Source: an optimization exercise on an open RTL-to-GDS flow (aim: small area and a short achievable clock period). Production flows keep margins and buffers that such runs may drop.
Only simulation tests tie the RTL to the original design; equivalence was not proved.
Power and IR drop assume default switching activity.

==> flow/design.v (outline; a module is shown in full before it is edited, if it fits) <==
// module mul: 2244 lines
// module mul_pg: 4 lines
// module mul_g: 3 lines
// module mul_fa: 4 lines
module mul(clk,reset,opcode,go,
	   src_A,
	   src_B,
	   src_hilo,
	   rob_ptr_in,
	   gpr_prf_ptr_in,
	   hilo_prf_ptr_in,
	   y,complete,
	   rob_ptr_out,
	   gpr_prf_ptr_val_out,
	   gpr_prf_ptr_out,
	   hilo_prf_ptr_val_out,
	   hilo_prf_ptr_out);
  // ...
==> flow/flow/run.sh <==
#!/bin/bash
set -euo pipefail
bash standard.sh SETUP_SLACK_MARGIN=6.85 "BUFFER_PORTS_ARGS=-buffer_cell sky130_fd_sc_hd__buf_1" finish > make_finish.log 2>&1
==> flow/standard.sh <==
#!/bin/bash
# synth_recipe.tcl (not shown) runs the flow's synth.tcl, then flattens the netlist and writes it again
# the make line also repeats each setting of config.mk as NAME=value (left out here)
make -C /OpenROAD-flow-scripts/flow DESIGN_CONFIG=/design/flow/config.mk WORK_HOME=/design/flow/orfs CLKGATE_MAP_FILE= SYNTH_SCRIPT=/design/flow/synth_recipe.tcl "${@:-finish}"
==> flow/config.mk <==
export PLATFORM = sky130hd
export DESIGN_NAME = mul
export DESIGN_NICKNAME = mul
export VERILOG_FILES = /design/flow/design.v
export SDC_FILE = /design/flow/constraint.sdc
export NUM_CORES = 4
export LEC_CHECK = 0
export CAP_MARGIN = 20
export CORE_MARGIN = 2
export CORE_UTILIZATION = 55
export CTS_BUF_LIST = sky130_fd_sc_hd__clkbuf_8
export SLEW_MARGIN = 20
export SYNTH_HIERARCHICAL = 1
export SYNTH_MINIMUM_KEEP_SIZE = 0
==> flow/constraint.sdc <==
create_clock -name core_clock -period 10.5 [get_ports {clk}]
set_input_delay 2.1000 -clock core_clock [delete_from_list [all_inputs] [get_ports {clk}]]
set_output_delay 2.1000 -clock core_clock [all_outputs]
set_load 0.01 [all_outputs]
==> run summary, run 1 <==
status=finished clean; unrepaired setup endpoints after global routing=true; DR DRC count=0; Clock Power Share=12.6%; r2r endpoint=r1_t[114]$_DFF_P_; Leak=16.0 nW; Setup TNS Final=0 ns; Final Hold Viols=0; hold path start=r1_gpr[3]$_DFF_P_; 1st-pass router iterations=6; clock-cell share of area=4.34%; Power Combinational=9.26 mW; complex-gate fraction of the synthesized area=15.2%; CP max stage delay=0.59 ns; xor/xnor share of the synthesized area=16.7%; fin. max-slew vios=0; clk sink count=448; Skew-Pair Late Insertion Delay=0.71 ns; post-synthesis net count=3980; routed vias=25800; largest net degree at the start of global routing=65; starting DRC count in detailed routing=3007; Sw Ratio=44.0%; final net count=4048; Period minus WS final=3.62 ns; ant diodes=7; Final HPWL DP=71.1 mm; Comb pwr share=67.6%; Synth area leader=fa_1; Final Worst Setup Slack=6.88 ns; worst hold endpoint=r2_gpr[3]$_DFF_P_; Slowest-stage cell, CP=fa_1; PwrDens=346 nW/µm²; Total GRT Usage=32.5%; post-CTS setup buffers=0; seq pwr=2.71 mW; GRT Max-Usage Layer=met2
==> inputs of run 2 (changes only) <==
==> flow/flow/run.sh (replaced) <==
#!/bin/bash
set -euo pipefail
bash standard.sh SETUP_SLACK_MARGIN=7.2 "BUFFER_PORTS_ARGS=-buffer_cell sky130_fd_sc_hd__buf_2" finish > make_finish.log 2>&1
--- a/flow/config.mk
+++ b/flow/config.mk
@@ -7,8 +7,7 @@
 export LEC_CHECK = 0
 export CAP_MARGIN = 20
 export CORE_MARGIN = 2
-export CORE_UTILIZATION = 55
-export CTS_BUF_LIST = sky130_fd_sc_hd__clkbuf_8
+export CORE_UTILIZATION = 40
 export SLEW_MARGIN = 20
 export SYNTH_HIERARCHICAL = 1
 export SYNTH_MINIMUM_KEEP_SIZE = 0
==> run summary, run 2 <==
Slew headroom=54.8% (was 34.9%); share of layout cells above drive strength 1=23.8% (was 8.74%); buffers added on ports=231 (unchanged); Max Fclk=286 MHz (was 276 MHz); Clock Power Share=13.5% (was 12.6%); Worst-path clk slew=0.06 ns (about the same); top flop regs=r1_t x191, r0_h x64, r2_y x64 (unchanged); internal power=8.50 mW (was 7.67 mW); post-route ant nets=0 (unchanged); main combinational cell family by area after synthesis=adder cells (unchanged); Post-Route Skew=0.0371 ns (was 0.0502 ns); Starting Density=40.3% (was 55.5%); clk sink count=448 (unchanged); vias per cell=5.93 (was 6.18); Comb pwr share=68.2% (was 67.6%); complex-gate fraction of the synthesized area=15.2% (unchanged); Setup crit start=r0_two[4]$_DFF_P_ (was r0_one[2]$_DFF_P_); register share of total power=18.3% (was 19.8%); starting DRC count in detailed routing=3493 (was 3007); fin. max-slew vios=0 (unchanged); GRT overflow=0 (unchanged); Boundary Pins=232 (unchanged); first-pass GRT wire length=183 mm (was 165 mm); worst hold endpoint=r1_gpr[3]$_DFF_P_ (was r2_gpr[3]$_DFF_P_); final wirelength=128 mm (was 110 mm); adder-cell share of the synthesized area=34.0% (unchanged); final net count=4145 (was 4048); hold path start=r0_gpr[3]$_DFF_P_ (was r1_gpr[3]$_DFF_P_); routed vias=27000 (was 25800); final cycle utilization of the critical path=33.3% (was 34.5%); number of flip-flops in the largest register=191 (unchanged); Critical Path RT=11.06 ns (was 11.04 ns); Worst VDD drop=290 µV (was 341 µV); Site Rows=109 (was 93); R2R Setup Slk=7.00 ns (was 6.88 ns); Core Util, Final=49.3% (was 61.6%); CP Class=reg -> reg (unchanged); number of flops mapped to enable cells by yosys=0 (unchanged); worst-path fanout max=4 (was 34); vias in the first global route=27400 (was 27600); Final GP Congestion=0.877 (was 0.884); Slew @ Worst Pin=0.677 ns (was 0.977 ns); CP endpoint kind=flop (unchanged); die span in y=303 µm (was 259 µm); min-delay worst type=reg -> reg (unchanged); core box area=88400 µm² (was 64200 µm²); Sw Ratio=43.3% (was 44.0%); 1st-pass router iterations=8 (was 6); simple-gate share of the synthesized area=4.63% (unchanged); antenna violations before repair=8 (was 9); mux share of post-synthesis cell area=0% (unchanged); Post-Synthesis Cells=3178 (unchanged); Chip Width=303 µm (was 259 µm); Synth area leader=fa_1 (unchanged); #FFs+latches synth=448 (unchanged); Arr. time, crit path=4.05 ns (was 4.16 ns); register area share after synthesis=25.2% (unchanged); most frequent cells in the layout=xnor2_1, fa_1, a22oi_1, dfxtp_1, buf_2 (was xnor2_1, fa_1, a22oi_1, dfxtp_1, buf_1); status=finished clean (unchanged); Synth async-reset ratio=0% (unchanged); xor/xnor share of the synthesized area=16.7% (unchanged); Leak=17.9 nW (was 16.0 nW); Total GRT Usage=27.1% (was 32.5%); r2r endpoint=r1_t[102]$_DFF_P_ (was r1_t[114]$_DFF_P_); CTS Hold Bufs=0 (unchanged); number of max-cap violations=0 (unchanged); count of final setup violators=0 (unchanged); Synth cell types=30 (unchanged); total power=15.0 mW (was 13.7 mW); ys flop type=dfxtp_1 (unchanged); H-tree depth=2 (was 3); PwrDens=344 nW/µm² (was 346 nW/µm²); clk buf depth=3 (unchanged); Syn Std Cell Area=35600 µm² (unchanged); largest net degree at the start of global routing=65 (unchanged); CTS tree=built (unchanged); most common cell after layout, fill and taps aside=xnor2_1 (unchanged); Setup TNS Final=0 ns (unchanged); switching power=6.49 mW (was 6.03 mW); Mean Syn Cell Area=11.2 µm² (unchanged); Final Hold Viols=0 (unchanged); crit start category=flop (unchanged); R2R Path Start=r0_two[4]$_DFF_P_ (was r0_one[2]$_DFF_P_); average wire per standard cell=28.2 µm (was 26.4 µm); Die Area=91500 µm² (was 66900 µm²); Area growth, synth to finish=22.4% (was 11.0%); top cells by count, synth=xnor2_1, fa_1, a22oi_1, dfxtp_1, clkbuf_1 (unchanged); post-synthesis net count=3980 (unchanged); number of buffers created by CTS=50 (was 80); count leader, synth=xnor2_1 (unchanged); unrepaired setup endpoints after global routing=true (unchanged); DR DRC count=0 (unchanged); Skew-Pair Late Insertion Delay=0.65 ns (was 0.71 ns); Synthesis Warnings=7 (unchanged); Final HPWL DP=71.3 mm (was 71.1 mm); Period minus WS final=3.50 ns (was 3.62 ns); Synth area leaders=fa_1, dfxtp_1, xnor2_1 (unchanged); FF-to-FF path depth=8 (unchanged); Hold Path Stages=0 (unchanged); Synth top area share=29.8% (unchanged); CTS Root Cell=clkbuf_16 (was clkbuf_8); Top reg by flops=r1_t (unchanged)
run 2: cell count changes in the layout (fill, tap and decap cells not counted), moves of 20 or more:
cell | before | now
buf_12 | 27 | 65
bufbuf_16 | 0 | 30
dfxtp_1 | 406 | 367
buf_1 | 231 | 0
clkbuf_16 | 4 | 65
fa_2 | 6 | 77
a22oi_1 | 512 | 447
fa_1 | 525 | 454
buf_4 | 12 | 72
buf_2 | 0 | 231
buf_6 | 33 | 13
dfxtp_4 | 18 | 47
a22oi_2 | 0 | 65
clkbuf_8 | 104 | 6
run 2: worst max-delay path: stages, from the launching register on:
cell and delay [ns]:
dfxtp_4 0.41, clkbuf_16 0.19, a22oi_2 0.19, xnor2_1 0.17, fa_1 0.52, fa_2 0.60
fa_1 0.43, fa_2 0.36, fa_2 0.53
run 2: timing repair:
action                     4_1_cts  5_1_grt
hold endpoints to repair         0        0
buffers inserted                60       53
pin swaps                       35       57
setup endpoints to repair      121       51
gates cloned                    31       14
gates resized for setup        293      139
run 2: cells by family after synthesis:
logic type	count (synthesis)
AOI/OAI and AO/OA	731
xor gates and xnor gates	672
adders and majority gates	650
buffers and inverters	378
DFF	448
and+or+nand+nor	299
run 2: area by class of cell:
| class | instances | area [µm²] |
|---|---|---|
| diodes | 4 | 10.0 |
| clock buffers | 64 | 1390 |
| clock inverters | 29 | 520 |
| fillers | 7819 | 44800 |
| inverters | 40 | 150 |
| multi-input cells | 2352 | 25900 |
| flip-flops and latches | 448 | 9190 |
| well taps | 1165 | 1460 |
| repair buffers | 451 | 5010 |
run 2: worst max-delay path by stage:
stage,end,depth (start not counted)
2_1_floorplan,r1_t[108]$_DFF_P_,9
3_3_place_gp,r1_t[96]$_DFF_P_,8
3_5_place_dp,r1_t[96]$_DFF_P_,8
4_1_cts,r1_t[99]$_DFF_P_,8
5_1_grt,r1_t[114]$_DFF_P_,9
6_report,r1_t[102]$_DFF_P_,8
run 2: power by group through the flow:
stage / clock network (mW) / registers (mW) / logic [mW]
after global placement: 0 / 2.80 / 9.10
final: 2.02 / 2.74 / 10.2
after global routing: 2.14 / 2.80 / 11.3
after detailed placement: 0 / 2.81 / 9.21
after floorplan: 0 / 2.73 / 6.49
after CTS: 2.07 / 2.75 / 9.84
run 2: metrics by stage:
| stage | setup slack [ns] | hold slack, ns | std cells | instance area (µm²) |
|---|---|---|---|---|
| after floorplan | 7.18 | 0.310 | 3178 | 36000 |
| after global placement | 6.63 | 0.310 | 4298 | 37400 |
| after detailed placement | 6.55 | 0.312 | 4298 | 37400 |
| after CTS | 7.04 | 0.323 | 4482 | 42200 |
| after global routing | 6.95 | 0.325 | 4550 | 43600 |
| final | 7.00 | 0.320 | 4553 | 43600 |
run 2: routing by layer:
metal | vias up | global-route usage [%] | part of all wire [%]
met5 | - | 0 | 0.11
li1 | 11000 | - | -
met1 | 13500 | 34.9 | 38
met2 | 2018 | 39.6 | 43
met3 | 479 | 9.77 | 13
met4 | 10 | 14.9 | 6.2
run 2: modules after synthesis, one instance, submodules excluded:
module | cell area [µm²] | flops+latches | copies in the design
mul | 22800 | 448 | 1
mul_pg | 13.8 | 0 | 124
mul_g | 7.51 | 0 | 62
mul_fa | 20.0 | 0 | 531

==> what the ideal ports hide <==
No port has a modelled driver above. Below, the same layouts with a new extraction and two added sets of constraints.
Step 1 (the two cells are an assumption about what drives the block):
set clk [get_ports {clk}]
set_driving_cell -lib_cell sky130_fd_sc_hd__clkbuf_16 $clk
set_driving_cell -lib_cell sky130_fd_sc_hd__buf_2 [delete_from_list [all_inputs] $clk]
Step 2 times the ports against the registers' clock, not the clock port: input delays grow and output delays shrink by t, the midpoint of the rising clock arrivals with the driver on.
Three values: ideal ports, drivers, drivers and shift; two values: the first two.
run	t (ns)	setup slack, ns	worst setup path at the end	worst slew at a driven data input, ns	pins driven straight from the clock port
run 1	0.742	6.883 / 6.883 / 6.861	input to register	0.08	1
run 2	0.697	7.005 / 7.005 / 6.841	input to register	0.08	1
After both steps setup and hold are still met in every run listed. For run 2, which loses most, drivers alone change the setup slack by 0.000 ns; drivers and shift together by -0.164 ns.
